What follows belongs to an exercise in optimizing a design on an open flow for small area, a short achievable clock period and few clock cycles per item; a production flow would make more cautious choices.
No functional check of the RTL was part of any run shown here.

==> flow/design.v, too long to show whole: its modules and the start of the top module <==
// module Exp: 28 lines
// module sq32: 719 lines
// module mul32: 858 lines
// module fa: 4 lines
// module ha: 4 lines
module Exp(
    input clk,
    input rst,
    input [31:0] x,
    input [31:0] n,
    output [31:0] res,
    output done
);
  // ...
==> flow/flow/run.sh <==
#!/bin/bash
# The standard layout, with plain buffers (instead of the resizer's default
# pick) on the ports.
set -euo pipefail
export BUFFER_PORTS_ARGS="-buffer_cell sky130_fd_sc_hd__buf_1"
bash standard.sh > orfs_make.log 2>&1
==> flow/standard.sh <==
#!/bin/bash
# synth_recipe.tcl (not shown) runs the flow's synth.tcl, then flattens the netlist and writes it again
# the make line also repeats each setting of config.mk as NAME=value (left out here)
make -C /OpenROAD-flow-scripts/flow DESIGN_CONFIG=/design/flow/config.mk WORK_HOME=/design/flow/orfs CLKGATE_MAP_FILE= SYNTH_SCRIPT=/design/flow/synth_recipe.tcl "${@:-finish}"
==> flow/config.mk <==
export PLATFORM = sky130hd
export DESIGN_NAME = Exp
export DESIGN_NICKNAME = Exp
export VERILOG_FILES = /design/flow/design.v
export SDC_FILE = /design/flow/constraint.sdc
export NUM_CORES = 4
export LEC_CHECK = 0
export CAP_MARGIN = 20
export CORE_MARGIN = 2
export CORE_UTILIZATION = 65
export PLACE_DENSITY = 0.8
export SETUP_SLACK_MARGIN = 3.5
export SLEW_MARGIN = 20
export SYNTH_HIERARCHICAL = 1
==> flow/constraint.sdc <==
create_clock -name core_clock -period 10.0 [get_ports {clk}]
set_input_delay 2.0000 -clock core_clock [delete_from_list [all_inputs] [get_ports {clk}]]
set_output_delay 2.0000 -clock core_clock [all_outputs]
set_load 0.01 [all_outputs]
==> summary.txt, run 1 <==
Setup WS post-layout=3.76 ns; Post-synth EDFFs=0; post-synthesis mux area share=3.51%; Seq cells post-synth=96; grt met2 use=61.4%; # setup viols final=0; worst-skew pair later-pin latency=0.39 ns; Max Fclk=160 MHz; Setup Fix Bufs, Post-CTS=0; invs w/o clock=40; layout filler cell count=2535; most frequent cells in the layout=fa_1 (392), nand2_1 (330), xnor2_1 (298); Post-DP HPWL=44.9 mm; DRT Pass-1 Iters=11; post-layout util=69.7%; diode count=2; global-route wire length before repair=99.2 mm; max cap viols=0; status=complete, no violations; core area=0.0326 sq mm; Placer Congestion=0.921; Crit path depth=21; Top Ports=99; Final Max Tran Viols=0; critical path's slowest cell=fa_1; synthesized area=0.0216 sq mm; Setup Skew=0.0109 ns; GRT busiest layer=met2; CLK BUF=9; CTS Root Cell=clkbuf_16; crit-path max FO=34
==> module Exp, before the edit <==
module Exp(
    input clk,
    input rst,
    input [31:0] x,
    input [31:0] n,
    output [31:0] res,
    output done
);
    reg [31:0] b, r, m;
    wire [31:0] bq = b;
    wire [31:0] sq, pr;
    sq32 u_sq (.a(b), .y(sq));
    wire [31:0] bm = m[0] ? bq : 32'd1;
    mul32 u_mul (.a(r), .b(bm), .y(pr));
    assign res = r;
    assign done = ~|m;
    always @(posedge clk) begin
        if (rst) begin
            b <= x;
            r <= 32'd1;
            m <= n;
        end else begin
            b <= sq;
            r <= pr;
            m <= m >> 1;
        end
    end
endmodule
==> run 2, diff against run 1 <==
--- a/flow/design.v
+++ b/flow/design.v
@@ -5,18 +5,17 @@
     input [31:0] n,
     output [31:0] res,
     output done
 );
     reg [31:0] b, r, m;
     wire [31:0] bq = b;
     wire [31:0] sq, pr;
     sq32 u_sq (.a(b), .y(sq));
-    wire [31:0] bm = m[0] ? bq : 32'd1;
-    mul32 u_mul (.a(r), .b(bm), .y(pr));
+    mul32 u_mul (.a(r), .b(bq), .e(m[0]), .y(pr));
     assign res = r;
     assign done = ~|m;
     always @(posedge clk) begin
         if (rst) begin
             b <= x;
             r <= 32'd1;
             m <= n;
         end else begin
@@ -743,22 +742,23 @@
     assign rb[30] = s647;
     assign ra[31] = ~(~(s31 ^ s60 ^ s87 ^ s112 ^ s135 ^ s156 ^ s175 ^ s192 ^ s207 ^ s220 ^ s231 ^ s240 ^ s247 ^ s252 ^ s255 ^ s270 ^ s272 ^ s274 ^ s348 ^ s350 ^ s352 ^ s354 ^ s452 ^ s454 ^ s456 ^ s542 ^ s544 ^ s594 ^ s648));
     assign rb[31] = 1'b1;
     assign y = ~(ra + rb + 32'd1);
 endmodule
 module mul32(
     input [31:0] a,
     input [31:0] b,
+    input e,
     output [31:0] y
 );
     wire [31:0] ra, rb;
-    wire one0 = b[0] ^ 1'b0;
-    wire two0 = (b[1] & ~b[0] & ~1'b0) | (~b[1] & b[0] & 1'b0);
-    wire neg0 = b[1] & ~(b[0] & 1'b0);
+    wire one0 = (b[0] ^ 1'b0) | ~e;
+    wire two0 = ((b[1] & ~b[0] & ~1'b0) | (~b[1] & b[0] & 1'b0)) & e;
+    wire neg0 = b[1] & ~(b[0] & 1'b0) & e;
     wire m1 = (one0 & a[0]) ^ neg0;
     wire m2 = (one0 & a[1] | two0 & a[0]) ^ neg0;
     wire m3 = (one0 & a[2] | two0 & a[1]) ^ neg0;
     wire m4 = (one0 & a[3] | two0 & a[2]) ^ neg0;
     wire m5 = (one0 & a[4] | two0 & a[3]) ^ neg0;
     wire m6 = (one0 & a[5] | two0 & a[4]) ^ neg0;
     wire m7 = (one0 & a[6] | two0 & a[5]) ^ neg0;
     wire m8 = (one0 & a[7] | two0 & a[6]) ^ neg0;
@@ -782,19 +782,19 @@
     wire m26 = (one0 & a[25] | two0 & a[24]) ^ neg0;
     wire m27 = (one0 & a[26] | two0 & a[25]) ^ neg0;
     wire m28 = (one0 & a[27] | two0 & a[26]) ^ neg0;
     wire m29 = (one0 & a[28] | two0 & a[27]) ^ neg0;
     wire m30 = (one0 & a[29] | two0 & a[28]) ^ neg0;
     wire m31 = (one0 & a[30] | two0 & a[29]) ^ neg0;
     wire m32 = (one0 & a[31] | two0 & a[30]) ^ neg0;
     wire m33 = neg0;
-    wire one1 = b[2] ^ b[1];
-    wire two1 = (b[3] & ~b[2] & ~b[1]) | (~b[3] & b[2] & b[1]);
-    wire neg1 = b[3] & ~(b[2] & b[1]);
+    wire one1 = (b[2] ^ b[1]) & e;
+    wire two1 = ((b[3] & ~b[2] & ~b[1]) | (~b[3] & b[2] & b[1])) & e;
+    wire neg1 = b[3] & ~(b[2] & b[1]) & e;
     wire m34 = (one1 & a[0]) ^ neg1;
     wire m35 = (one1 & a[1] | two1 & a[0]) ^ neg1;
     wire m36 = (one1 & a[2] | two1 & a[1]) ^ neg1;
     wire m37 = (one1 & a[3] | two1 & a[2]) ^ neg1;
     wire m38 = (one1 & a[4] | two1 & a[3]) ^ neg1;
     wire m39 = (one1 & a[5] | two1 & a[4]) ^ neg1;
     wire m40 = (one1 & a[6] | two1 & a[5]) ^ neg1;
     wire m41 = (one1 & a[7] | two1 & a[6]) ^ neg1;
@@ -816,19 +816,19 @@
     wire m57 = (one1 & a[23] | two1 & a[22]) ^ neg1;
     wire m58 = (one1 & a[24] | two1 & a[23]) ^ neg1;
     wire m59 = (one1 & a[25] | two1 & a[24]) ^ neg1;
     wire m60 = (one1 & a[26] | two1 & a[25]) ^ neg1;
     wire m61 = (one1 & a[27] | two1 & a[26]) ^ neg1;
     wire m62 = (one1 & a[28] | two1 & a[27]) ^ neg1;
     wire m63 = (one1 & a[29] | two1 & a[28]) ^ neg1;
     wire m64 = neg1;
-    wire one2 = b[4] ^ b[3];
-    wire two2 = (b[5] & ~b[4] & ~b[3]) | (~b[5] & b[4] & b[3]);
-    wire neg2 = b[5] & ~(b[4] & b[3]);
+    wire one2 = (b[4] ^ b[3]) & e;
+    wire two2 = ((b[5] & ~b[4] & ~b[3]) | (~b[5] & b[4] & b[3])) & e;
+    wire neg2 = b[5] & ~(b[4] & b[3]) & e;
     wire m65 = (one2 & a[0]) ^ neg2;
     wire m66 = (one2 & a[1] | two2 & a[0]) ^ neg2;
     wire m67 = (one2 & a[2] | two2 & a[1]) ^ neg2;
     wire m68 = (one2 & a[3] | two2 & a[2]) ^ neg2;
     wire m69 = (one2 & a[4] | two2 & a[3]) ^ neg2;
     wire m70 = (one2 & a[5] | two2 & a[4]) ^ neg2;
     wire m71 = (one2 & a[6] | two2 & a[5]) ^ neg2;
     wire m72 = (one2 & a[7] | two2 & a[6]) ^ neg2;
@@ -848,19 +848,19 @@
     wire m86 = (one2 & a[21] | two2 & a[20]) ^ neg2;
     wire m87 = (one2 & a[22] | two2 & a[21]) ^ neg2;
     wire m88 = (one2 & a[23] | two2 & a[22]) ^ neg2;
     wire m89 = (one2 & a[24] | two2 & a[23]) ^ neg2;
     wire m90 = (one2 & a[25] | two2 & a[24]) ^ neg2;
     wire m91 = (one2 & a[26] | two2 & a[25]) ^ neg2;
     wire m92 = (one2 & a[27] | two2 & a[26]) ^ neg2;
     wire m93 = neg2;
-    wire one3 = b[6] ^ b[5];
-    wire two3 = (b[7] & ~b[6] & ~b[5]) | (~b[7] & b[6] & b[5]);
-    wire neg3 = b[7] & ~(b[6] & b[5]);
+    wire one3 = (b[6] ^ b[5]) & e;
+    wire two3 = ((b[7] & ~b[6] & ~b[5]) | (~b[7] & b[6] & b[5])) & e;
+    wire neg3 = b[7] & ~(b[6] & b[5]) & e;
     wire m94 = (one3 & a[0]) ^ neg3;
     wire m95 = (one3 & a[1] | two3 & a[0]) ^ neg3;
     wire m96 = (one3 & a[2] | two3 & a[1]) ^ neg3;
     wire m97 = (one3 & a[3] | two3 & a[2]) ^ neg3;
     wire m98 = (one3 & a[4] | two3 & a[3]) ^ neg3;
     wire m99 = (one3 & a[5] | two3 & a[4]) ^ neg3;
     wire m100 = (one3 & a[6] | two3 & a[5]) ^ neg3;
     wire m101 = (one3 & a[7] | two3 & a[6]) ^ neg3;
@@ -878,19 +878,19 @@
     wire m113 = (one3 & a[19] | two3 & a[18]) ^ neg3;
     wire m114 = (one3 & a[20] | two3 & a[19]) ^ neg3;
     wire m115 = (one3 & a[21] | two3 & a[20]) ^ neg3;
     wire m116 = (one3 & a[22] | two3 & a[21]) ^ neg3;
     wire m117 = (one3 & a[23] | two3 & a[22]) ^ neg3;
     wire m118 = (one3 & a[24] | two3 & a[23]) ^ neg3;
     wire m119 = (one3 & a[25] | two3 & a[24]) ^ neg3;
     wire m120 = neg3;
-    wire one4 = b[8] ^ b[7];
-    wire two4 = (b[9] & ~b[8] & ~b[7]) | (~b[9] & b[8] & b[7]);
-    wire neg4 = b[9] & ~(b[8] & b[7]);
+    wire one4 = (b[8] ^ b[7]) & e;
+    wire two4 = ((b[9] & ~b[8] & ~b[7]) | (~b[9] & b[8] & b[7])) & e;
+    wire neg4 = b[9] & ~(b[8] & b[7]) & e;
     wire m121 = (one4 & a[0]) ^ neg4;
     wire m122 = (one4 & a[1] | two4 & a[0]) ^ neg4;
     wire m123 = (one4 & a[2] | two4 & a[1]) ^ neg4;
     wire m124 = (one4 & a[3] | two4 & a[2]) ^ neg4;
     wire m125 = (one4 & a[4] | two4 & a[3]) ^ neg4;
     wire m126 = (one4 & a[5] | two4 & a[4]) ^ neg4;
     wire m127 = (one4 & a[6] | two4 & a[5]) ^ neg4;
     wire m128 = (one4 & a[7] | two4 & a[6]) ^ neg4;
@@ -906,19 +906,19 @@
     wire m138 = (one4 & a[17] | two4 & a[16]) ^ neg4;
     wire m139 = (one4 & a[18] | two4 & a[17]) ^ neg4;
     wire m140 = (one4 & a[19] | two4 & a[18]) ^ neg4;
     wire m141 = (one4 & a[20] | two4 & a[19]) ^ neg4;
     wire m142 = (one4 & a[21] | two4 & a[20]) ^ neg4;
     wire m143 = (one4 & a[22] | two4 & a[21]) ^ neg4;
     wire m144 = (one4 & a[23] | two4 & a[22]) ^ neg4;
     wire m145 = neg4;
-    wire one5 = b[10] ^ b[9];
-    wire two5 = (b[11] & ~b[10] & ~b[9]) | (~b[11] & b[10] & b[9]);
-    wire neg5 = b[11] & ~(b[10] & b[9]);
+    wire one5 = (b[10] ^ b[9]) & e;
+    wire two5 = ((b[11] & ~b[10] & ~b[9]) | (~b[11] & b[10] & b[9])) & e;
+    wire neg5 = b[11] & ~(b[10] & b[9]) & e;
     wire m146 = (one5 & a[0]) ^ neg5;
     wire m147 = (one5 & a[1] | two5 & a[0]) ^ neg5;
     wire m148 = (one5 & a[2] | two5 & a[1]) ^ neg5;
     wire m149 = (one5 & a[3] | two5 & a[2]) ^ neg5;
     wire m150 = (one5 & a[4] | two5 & a[3]) ^ neg5;
     wire m151 = (one5 & a[5] | two5 & a[4]) ^ neg5;
     wire m152 = (one5 & a[6] | two5 & a[5]) ^ neg5;
     wire m153 = (one5 & a[7] | two5 & a[6]) ^ neg5;
@@ -932,19 +932,19 @@
     wire m161 = (one5 & a[15] | two5 & a[14]) ^ neg5;
     wire m162 = (one5 & a[16] | two5 & a[15]) ^ neg5;
     wire m163 = (one5 & a[17] | two5 & a[16]) ^ neg5;
     wire m164 = (one5 & a[18] | two5 & a[17]) ^ neg5;
     wire m165 = (one5 & a[19] | two5 & a[18]) ^ neg5;
     wire m166 = (one5 & a[20] | two5 & a[19]) ^ neg5;
     wire m167 = (one5 & a[21] | two5 & a[20]) ^ neg5;
     wire m168 = neg5;
-    wire one6 = b[12] ^ b[11];
-    wire two6 = (b[13] & ~b[12] & ~b[11]) | (~b[13] & b[12] & b[11]);
-    wire neg6 = b[13] & ~(b[12] & b[11]);
+    wire one6 = (b[12] ^ b[11]) & e;
+    wire two6 = ((b[13] & ~b[12] & ~b[11]) | (~b[13] & b[12] & b[11])) & e;
+    wire neg6 = b[13] & ~(b[12] & b[11]) & e;
     wire m169 = (one6 & a[0]) ^ neg6;
     wire m170 = (one6 & a[1] | two6 & a[0]) ^ neg6;
     wire m171 = (one6 & a[2] | two6 & a[1]) ^ neg6;
     wire m172 = (one6 & a[3] | two6 & a[2]) ^ neg6;
     wire m173 = (one6 & a[4] | two6 & a[3]) ^ neg6;
     wire m174 = (one6 & a[5] | two6 & a[4]) ^ neg6;
     wire m175 = (one6 & a[6] | two6 & a[5]) ^ neg6;
     wire m176 = (one6 & a[7] | two6 & a[6]) ^ neg6;
@@ -956,19 +956,19 @@
     wire m182 = (one6 & a[13] | two6 & a[12]) ^ neg6;
     wire m183 = (one6 & a[14] | two6 & a[13]) ^ neg6;
     wire m184 = (one6 & a[15] | two6 & a[14]) ^ neg6;
     wire m185 = (one6 & a[16] | two6 & a[15]) ^ neg6;
     wire m186 = (one6 & a[17] | two6 & a[16]) ^ neg6;
     wire m187 = (one6 & a[18] | two6 & a[17]) ^ neg6;
     wire m188 = (one6 & a[19] | two6 & a[18]) ^ neg6;
     wire m189 = neg6;
-    wire one7 = b[14] ^ b[13];
-    wire two7 = (b[15] & ~b[14] & ~b[13]) | (~b[15] & b[14] & b[13]);
-    wire neg7 = b[15] & ~(b[14] & b[13]);
+    wire one7 = (b[14] ^ b[13]) & e;
+    wire two7 = ((b[15] & ~b[14] & ~b[13]) | (~b[15] & b[14] & b[13])) & e;
+    wire neg7 = b[15] & ~(b[14] & b[13]) & e;
     wire m190 = (one7 & a[0]) ^ neg7;
     wire m191 = (one7 & a[1] | two7 & a[0]) ^ neg7;
     wire m192 = (one7 & a[2] | two7 & a[1]) ^ neg7;
     wire m193 = (one7 & a[3] | two7 & a[2]) ^ neg7;
     wire m194 = (one7 & a[4] | two7 & a[3]) ^ neg7;
     wire m195 = (one7 & a[5] | two7 & a[4]) ^ neg7;
     wire m196 = (one7 & a[6] | two7 & a[5]) ^ neg7;
     wire m197 = (one7 & a[7] | two7 & a[6]) ^ neg7;
@@ -978,19 +978,19 @@
     wire m201 = (one7 & a[11] | two7 & a[10]) ^ neg7;
     wire m202 = (one7 & a[12] | two7 & a[11]) ^ neg7;
     wire m203 = (one7 & a[13] | two7 & a[12]) ^ neg7;
     wire m204 = (one7 & a[14] | two7 & a[13]) ^ neg7;
     wire m205 = (one7 & a[15] | two7 & a[14]) ^ neg7;
     wire m206 = (one7 & a[16] | two7 & a[15]) ^ neg7;
     wire m207 = (one7 & a[17] | two7 & a[16]) ^ neg7;
     wire m208 = neg7;
-    wire one8 = b[16] ^ b[15];
-    wire two8 = (b[17] & ~b[16] & ~b[15]) | (~b[17] & b[16] & b[15]);
-    wire neg8 = b[17] & ~(b[16] & b[15]);
+    wire one8 = (b[16] ^ b[15]) & e;
+    wire two8 = ((b[17] & ~b[16] & ~b[15]) | (~b[17] & b[16] & b[15])) & e;
+    wire neg8 = b[17] & ~(b[16] & b[15]) & e;
     wire m209 = (one8 & a[0]) ^ neg8;
     wire m210 = (one8 & a[1] | two8 & a[0]) ^ neg8;
     wire m211 = (one8 & a[2] | two8 & a[1]) ^ neg8;
     wire m212 = (one8 & a[3] | two8 & a[2]) ^ neg8;
     wire m213 = (one8 & a[4] | two8 & a[3]) ^ neg8;
     wire m214 = (one8 & a[5] | two8 & a[4]) ^ neg8;
     wire m215 = (one8 & a[6] | two8 & a[5]) ^ neg8;
     wire m216 = (one8 & a[7] | two8 & a[6]) ^ neg8;
@@ -998,97 +998,97 @@
     wire m218 = (one8 & a[9] | two8 & a[8]) ^ neg8;
     wire m219 = (one8 & a[10] | two8 & a[9]) ^ neg8;
     wire m220 = (one8 & a[11] | two8 & a[10]) ^ neg8;
     wire m221 = (one8 & a[12] | two8 & a[11]) ^ neg8;
     wire m222 = (one8 & a[13] | two8 & a[12]) ^ neg8;
     wire m223 = (one8 & a[14] | two8 & a[13]) ^ neg8;
     wire m224 = (one8 & a[15] | two8 & a[14]) ^ neg8;
     wire m225 = neg8;
-    wire one9 = b[18] ^ b[17];
-    wire two9 = (b[19] & ~b[18] & ~b[17]) | (~b[19] & b[18] & b[17]);
-    wire neg9 = b[19] & ~(b[18] & b[17]);
+    wire one9 = (b[18] ^ b[17]) & e;
+    wire two9 = ((b[19] & ~b[18] & ~b[17]) | (~b[19] & b[18] & b[17])) & e;
+    wire neg9 = b[19] & ~(b[18] & b[17]) & e;
     wire m226 = (one9 & a[0]) ^ neg9;
     wire m227 = (one9 & a[1] | two9 & a[0]) ^ neg9;
     wire m228 = (one9 & a[2] | two9 & a[1]) ^ neg9;
     wire m229 = (one9 & a[3] | two9 & a[2]) ^ neg9;
     wire m230 = (one9 & a[4] | two9 & a[3]) ^ neg9;
     wire m231 = (one9 & a[5] | two9 & a[4]) ^ neg9;
     wire m232 = (one9 & a[6] | two9 & a[5]) ^ neg9;
     wire m233 = (one9 & a[7] | two9 & a[6]) ^ neg9;
     wire m234 = (one9 & a[8] | two9 & a[7]) ^ neg9;
     wire m235 = (one9 & a[9] | two9 & a[8]) ^ neg9;
     wire m236 = (one9 & a[10] | two9 & a[9]) ^ neg9;
     wire m237 = (one9 & a[11] | two9 & a[10]) ^ neg9;
     wire m238 = (one9 & a[12] | two9 & a[11]) ^ neg9;
     wire m239 = (one9 & a[13] | two9 & a[12]) ^ neg9;
     wire m240 = neg9;
-    wire one10 = b[20] ^ b[19];
-    wire two10 = (b[21] & ~b[20] & ~b[19]) | (~b[21] & b[20] & b[19]);
-    wire neg10 = b[21] & ~(b[20] & b[19]);
+    wire one10 = (b[20] ^ b[19]) & e;
+    wire two10 = ((b[21] & ~b[20] & ~b[19]) | (~b[21] & b[20] & b[19])) & e;
+    wire neg10 = b[21] & ~(b[20] & b[19]) & e;
     wire m241 = (one10 & a[0]) ^ neg10;
     wire m242 = (one10 & a[1] | two10 & a[0]) ^ neg10;
     wire m243 = (one10 & a[2] | two10 & a[1]) ^ neg10;
     wire m244 = (one10 & a[3] | two10 & a[2]) ^ neg10;
     wire m245 = (one10 & a[4] | two10 & a[3]) ^ neg10;
     wire m246 = (one10 & a[5] | two10 & a[4]) ^ neg10;
     wire m247 = (one10 & a[6] | two10 & a[5]) ^ neg10;
     wire m248 = (one10 & a[7] | two10 & a[6]) ^ neg10;
     wire m249 = (one10 & a[8] | two10 & a[7]) ^ neg10;
     wire m250 = (one10 & a[9] | two10 & a[8]) ^ neg10;
     wire m251 = (one10 & a[10] | two10 & a[9]) ^ neg10;
     wire m252 = (one10 & a[11] | two10 & a[10]) ^ neg10;
     wire m253 = neg10;
-    wire one11 = b[22] ^ b[21];
-    wire two11 = (b[23] & ~b[22] & ~b[21]) | (~b[23] & b[22] & b[21]);
-    wire neg11 = b[23] & ~(b[22] & b[21]);
+    wire one11 = (b[22] ^ b[21]) & e;
+    wire two11 = ((b[23] & ~b[22] & ~b[21]) | (~b[23] & b[22] & b[21])) & e;
+    wire neg11 = b[23] & ~(b[22] & b[21]) & e;
     wire m254 = (one11 & a[0]) ^ neg11;
     wire m255 = (one11 & a[1] | two11 & a[0]) ^ neg11;
     wire m256 = (one11 & a[2] | two11 & a[1]) ^ neg11;
     wire m257 = (one11 & a[3] | two11 & a[2]) ^ neg11;
     wire m258 = (one11 & a[4] | two11 & a[3]) ^ neg11;
     wire m259 = (one11 & a[5] | two11 & a[4]) ^ neg11;
     wire m260 = (one11 & a[6] | two11 & a[5]) ^ neg11;
     wire m261 = (one11 & a[7] | two11 & a[6]) ^ neg11;
     wire m262 = (one11 & a[8] | two11 & a[7]) ^ neg11;
     wire m263 = (one11 & a[9] | two11 & a[8]) ^ neg11;
     wire m264 = neg11;
-    wire one12 = b[24] ^ b[23];
-    wire two12 = (b[25] & ~b[24] & ~b[23]) | (~b[25] & b[24] & b[23]);
-    wire neg12 = b[25] & ~(b[24] & b[23]);
+    wire one12 = (b[24] ^ b[23]) & e;
+    wire two12 = ((b[25] & ~b[24] & ~b[23]) | (~b[25] & b[24] & b[23])) & e;
+    wire neg12 = b[25] & ~(b[24] & b[23]) & e;
     wire m265 = (one12 & a[0]) ^ neg12;
     wire m266 = (one12 & a[1] | two12 & a[0]) ^ neg12;
     wire m267 = (one12 & a[2] | two12 & a[1]) ^ neg12;
     wire m268 = (one12 & a[3] | two12 & a[2]) ^ neg12;
     wire m269 = (one12 & a[4] | two12 & a[3]) ^ neg12;
     wire m270 = (one12 & a[5] | two12 & a[4]) ^ neg12;
     wire m271 = (one12 & a[6] | two12 & a[5]) ^ neg12;
     wire m272 = (one12 & a[7] | two12 & a[6]) ^ neg12;
     wire m273 = neg12;
-    wire one13 = b[26] ^ b[25];
-    wire two13 = (b[27] & ~b[26] & ~b[25]) | (~b[27] & b[26] & b[25]);
-    wire neg13 = b[27] & ~(b[26] & b[25]);
+    wire one13 = (b[26] ^ b[25]) & e;
+    wire two13 = ((b[27] & ~b[26] & ~b[25]) | (~b[27] & b[26] & b[25])) & e;
+    wire neg13 = b[27] & ~(b[26] & b[25]) & e;
     wire m274 = (one13 & a[0]) ^ neg13;
     wire m275 = (one13 & a[1] | two13 & a[0]) ^ neg13;
     wire m276 = (one13 & a[2] | two13 & a[1]) ^ neg13;
     wire m277 = (one13 & a[3] | two13 & a[2]) ^ neg13;
     wire m278 = (one13 & a[4] | two13 & a[3]) ^ neg13;
     wire m279 = (one13 & a[5] | two13 & a[4]) ^ neg13;
     wire m280 = neg13;
-    wire one14 = b[28] ^ b[27];
-    wire two14 = (b[29] & ~b[28] & ~b[27]) | (~b[29] & b[28] & b[27]);
-    wire neg14 = b[29] & ~(b[28] & b[27]);
+    wire one14 = (b[28] ^ b[27]) & e;
+    wire two14 = ((b[29] & ~b[28] & ~b[27]) | (~b[29] & b[28] & b[27])) & e;
+    wire neg14 = b[29] & ~(b[28] & b[27]) & e;
     wire m281 = (one14 & a[0]) ^ neg14;
     wire m282 = (one14 & a[1] | two14 & a[0]) ^ neg14;
     wire m283 = (one14 & a[2] | two14 & a[1]) ^ neg14;
     wire m284 = (one14 & a[3] | two14 & a[2]) ^ neg14;
     wire m285 = neg14;
-    wire one15 = b[30] ^ b[29];
-    wire two15 = (b[31] & ~b[30] & ~b[29]) | (~b[31] & b[30] & b[29]);
-    wire neg15 = b[31] & ~(b[30] & b[29]);
+    wire one15 = (b[30] ^ b[29]) & e;
+    wire two15 = ((b[31] & ~b[30] & ~b[29]) | (~b[31] & b[30] & b[29])) & e;
+    wire neg15 = b[31] & ~(b[30] & b[29]) & e;
     wire m286 = (one15 & a[0]) ^ neg15;
     wire m287 = (one15 & a[1] | two15 & a[0]) ^ neg15;
     wire m288 = neg15;
     wire m289, m290;
     ha u_m289 (.a(m273), .b(m25), .s(m289), .co(m290));
     wire m291, m292;
     ha u_m291 (.a(m26), .b(m57), .s(m291), .co(m292));
     wire m293, m294;
==> flow/config.mk (replaced) <==
export PLATFORM = sky130hd
export DESIGN_NAME = Exp
export DESIGN_NICKNAME = Exp
export VERILOG_FILES = /design/flow/design.v
export SDC_FILE = /design/flow/constraint.sdc
export NUM_CORES = 4
export LEC_CHECK = 0
export CAP_MARGIN = 20
export CORE_MARGIN = 2
export CORE_UTILIZATION = 45
export PLACE_DENSITY = 0.6
export SETUP_SLACK_MARGIN = 3.5
export SLEW_MARGIN = 20
export SYNTH_HIERARCHICAL = 1
==> run 2 against run 1 <==
Net effect:
- global-route usage is 9.7 points lower
- sequential share of layout area down 0.26 points
- die area up 45%
- utilization down 21 points
- critical path type unchanged
==> summary.txt, run 2 <==
Worst R2R Path Depth=19; DRT iter0 DRCs=1619; clk slew on worst S/H paths=0.09 ns; gr usage total=28.1%; Synth top cells by count=fa_1 (392), nand2_1 (316), xnor2_1 (308), a22oi_1 (221), clkbuf_1 (150); core area=0.0478 sq mm (+47%); Setup Skew=0.0168 ns (+0.00589 ns); Hold Path Sink=m[0]; status=complete, no violations; share of cells above drive strength 1=9.83%; top flop regs=b (32), m (32), r (32); worst-skew pair later-pin latency=0.40 ns (about the same); Ys Warns=7; # H-tree levels=3; DRT Pass-1 Iters=8 (-3); largest cells by area after synthesis=fa_1 (36%), xnor2_1 (12%), dfxtp_1 (8.8%); P&R area growth vs syn=7.27%; PortBufs=98; total grt overflow=0; Worst Setup Start Kind=register; mean routed wirelength per cell=24.2 microns; Placer Congestion=0.869 (-5.7%); r2r endpoint=r[30]; Top Ports=99 (unchanged); Synth Area per Inst=9.81 sq um; most common cell in the netlist=fa_1; CTS Buf Count=9; Worst Hold Launch=m[1]; RSZ-0062 raised after global routing=true; # setup viols final=0 (unchanged); initial core utilization=45.7%; FFs w/ async S/R, synth=0%; post-synth top area cell=fa_1; Seq cells post-synth=96 (unchanged); initial antenna violation count=0; post-detailed-route count of antenna-violating nets=0; Seq/Total Area, Yosys=8.78%; CTS Root Cell=clkbuf_16; Post-synth EDFFs=0 (unchanged); commonest non-fill, non-tap cell in the layout=fa_1; synthesized area=0.0219 sq mm (+1.4%); DIE WIDTH=225 microns; endpoint type of the worst setup path=register; global-route wire length before repair=108 mm (+8.8%); Residual DRC=0; via count=17600; Final Max Tran Viols=0 (unchanged); NumNets Final=2813; Slew HR=18.9%; Hold WS=0.482 ns; Post-synth top flop=dfxtp_1; Max Fclk=159 MHz (-0.82%); Yosys top cell area share=35.9%; crit-path max FO=62 (+82%); Setup WS pre-CTS=2.93 ns; Die Span Y=225 microns; DIE AREA=0.0504 sq mm; clock sinks=96; fin crit period=6.29 ns; most frequent cells in the layout=fa_1 (392), nand2_1 (314), xnor2_1 (306); Hold/Removal Path Class=register to register; Post-CTS Hold Buffers=0; vias per cell=6.12; Post-DP HPWL=48.1 mm (+6.9%); num rows=80; pin count of the biggest net entering global routing=63; critical path type=register to register; Post-Synthesis Cells=2232; max cap viols=0 (unchanged); vias in the first global route=18700; reg2reg start=m[0]; hold depth=1; Clock Tree Buf Depth=2; final critical-path share of the clock period=62.9%; Sum Neg Setup Slack=0 ns; DRT Wirelength=69.6 mm; R2R Setup Slk=3.71 ns; worst slew pin tran=1.21 ns; diode count=0 (-2); CP required=10.27 ns; Hold Violations, Final=0; CTS tree=yes; Synth cell types=84; Setup WS post-layout=3.71 ns (-0.0518 ns); WP data arrival=6.56 ns
## run 2: worst max path at each step
stage               from    end  cells after the start
floorplan           m[0]  r[30]                     22
CTS                 b[3]  r[31]                     21
detailed placement  m[0]  r[30]                     20
finish              m[0]  r[30]                     19
global placement    m[0]  r[30]                     20
global route        m[0]  r[30]                     19
## run 2: final cells by class
| class | count | area, sq um |
|---|---|---|
| sequential | 96 | 1930 |
| clock buffer | 10 | 229 |
| fill | 4482 | 24400 |
| clock inverter | 6 | 85.1 |
| multi-input combinational | 1896 | 19100 |
| tap | 615 | 769 |
| timing repair buffer | 178 | 1100 |
| inverter | 72 | 283 |
## run 2: modules after synthesis, one instance, submodules excluded
module / times used / flip-flops and latches
fa: 392 / 0
Exp: 1 / 96
mul32: 1 / 0
ha: 29 / 0
sq32: 1 / 0
## run 2: kinds of logic (layout without fill, tap and decap cells)
| group | after synthesis | count (layout) | synth area share [%] |
|---|---|---|---|
| xor gates and xnor gates | 350 | 350 | 14.1 |
| and+or+nand+nor | 512 | 514 | 11.4 |
| AOI/OAI and AO/OA | 418 | 418 | 14.3 |
| other | 2 | 28 | 0.0343 |
| adders and majority gates | 494 | 494 | 41.7 |
| muxes | 92 | 92 | 4.69 |
| DFF | 96 | 96 | 8.78 |
| buffers and inverters | 268 | 266 | 5.01 |
## run 2: worst max-delay path, cell delays in order, from the launching register on
cell	delay [ns]
dfxtp_4	0.47
buf_16	0.28
nand4b_1	0.30
nand2_8	0.25
a22oi_1	0.12
xnor2_1	0.24
fa_1	0.49
fa_1	0.48
fa_1	0.40
fa_1	0.51
fa_1	0.41
ha_1	0.34
and3_1	0.20
or4_1	0.46
o21ai_0	0.09
a31oi_1	0.14
a31o_2	0.36
a311oi_1	0.34
xnor2_1	0.09
nor2b_1	0.13
## run 2: stage by stage
step	instance area, sq um	instances	utilization, %
6_report	23500	2873	49.1
3_5_place_dp	22700	2828	47.5
4_1_cts	23200	2851	48.4
5_1_grt	23500	2873	49.1
2_1_floorplan	22000	2258	-
3_3_place_gp	22700	2828	47.5
## run 2: repair_timing
item / in CTS / in global routing
resized for setup: 17 / 28
hold endpoints to repair: 0 / 0
endpoints found under the setup margin: 9 / 9
pin swaps: 2 / 7
gates cloned: 1 / 2
setup buffers: 6 / 19
## run 2: per-layer routing
metal,GRT usage (%),vias up,part of all wire (%)
met5,0,-,0
li1,-,7570,-
met3,5.23,154,7.9
met1,37.3,8962,41
met4,10.8,0,3.6
met2,45.6,908,47

port drivers added, routing unchanged:
The flow's constraints put no driver on any port. The routed layouts listed below were extracted and timed again, unchanged, in two steps. Step 1 (the two cells are an assumption about what drives the block):
set clk [get_ports {clk}]
set_driving_cell -lib_cell sky130_fd_sc_hd__clkbuf_16 $clk
set_driving_cell -lib_cell sky130_fd_sc_hd__buf_2 [delete_from_list [all_inputs] $clk]
Step 2 adds t to the input delays and takes it off the output delays; t is the mean of the earliest and latest rising clock arrival at the registers after step 1. Input paths then give back, and output paths get back, about the clock's delay inside the block. Slacks: ideal / step 1 / step 2; pairs: ideal / step 1.
run	t (ns)	setup slack, ns	latest minus earliest clock arrival (ns)
run 1	0.446	3.764 / 3.764 / 3.764	0.011 / 0.010
run 2	0.453	3.712 / 3.712 / 3.712	0.017 / 0.017
After both steps setup and hold are still met in every run listed.
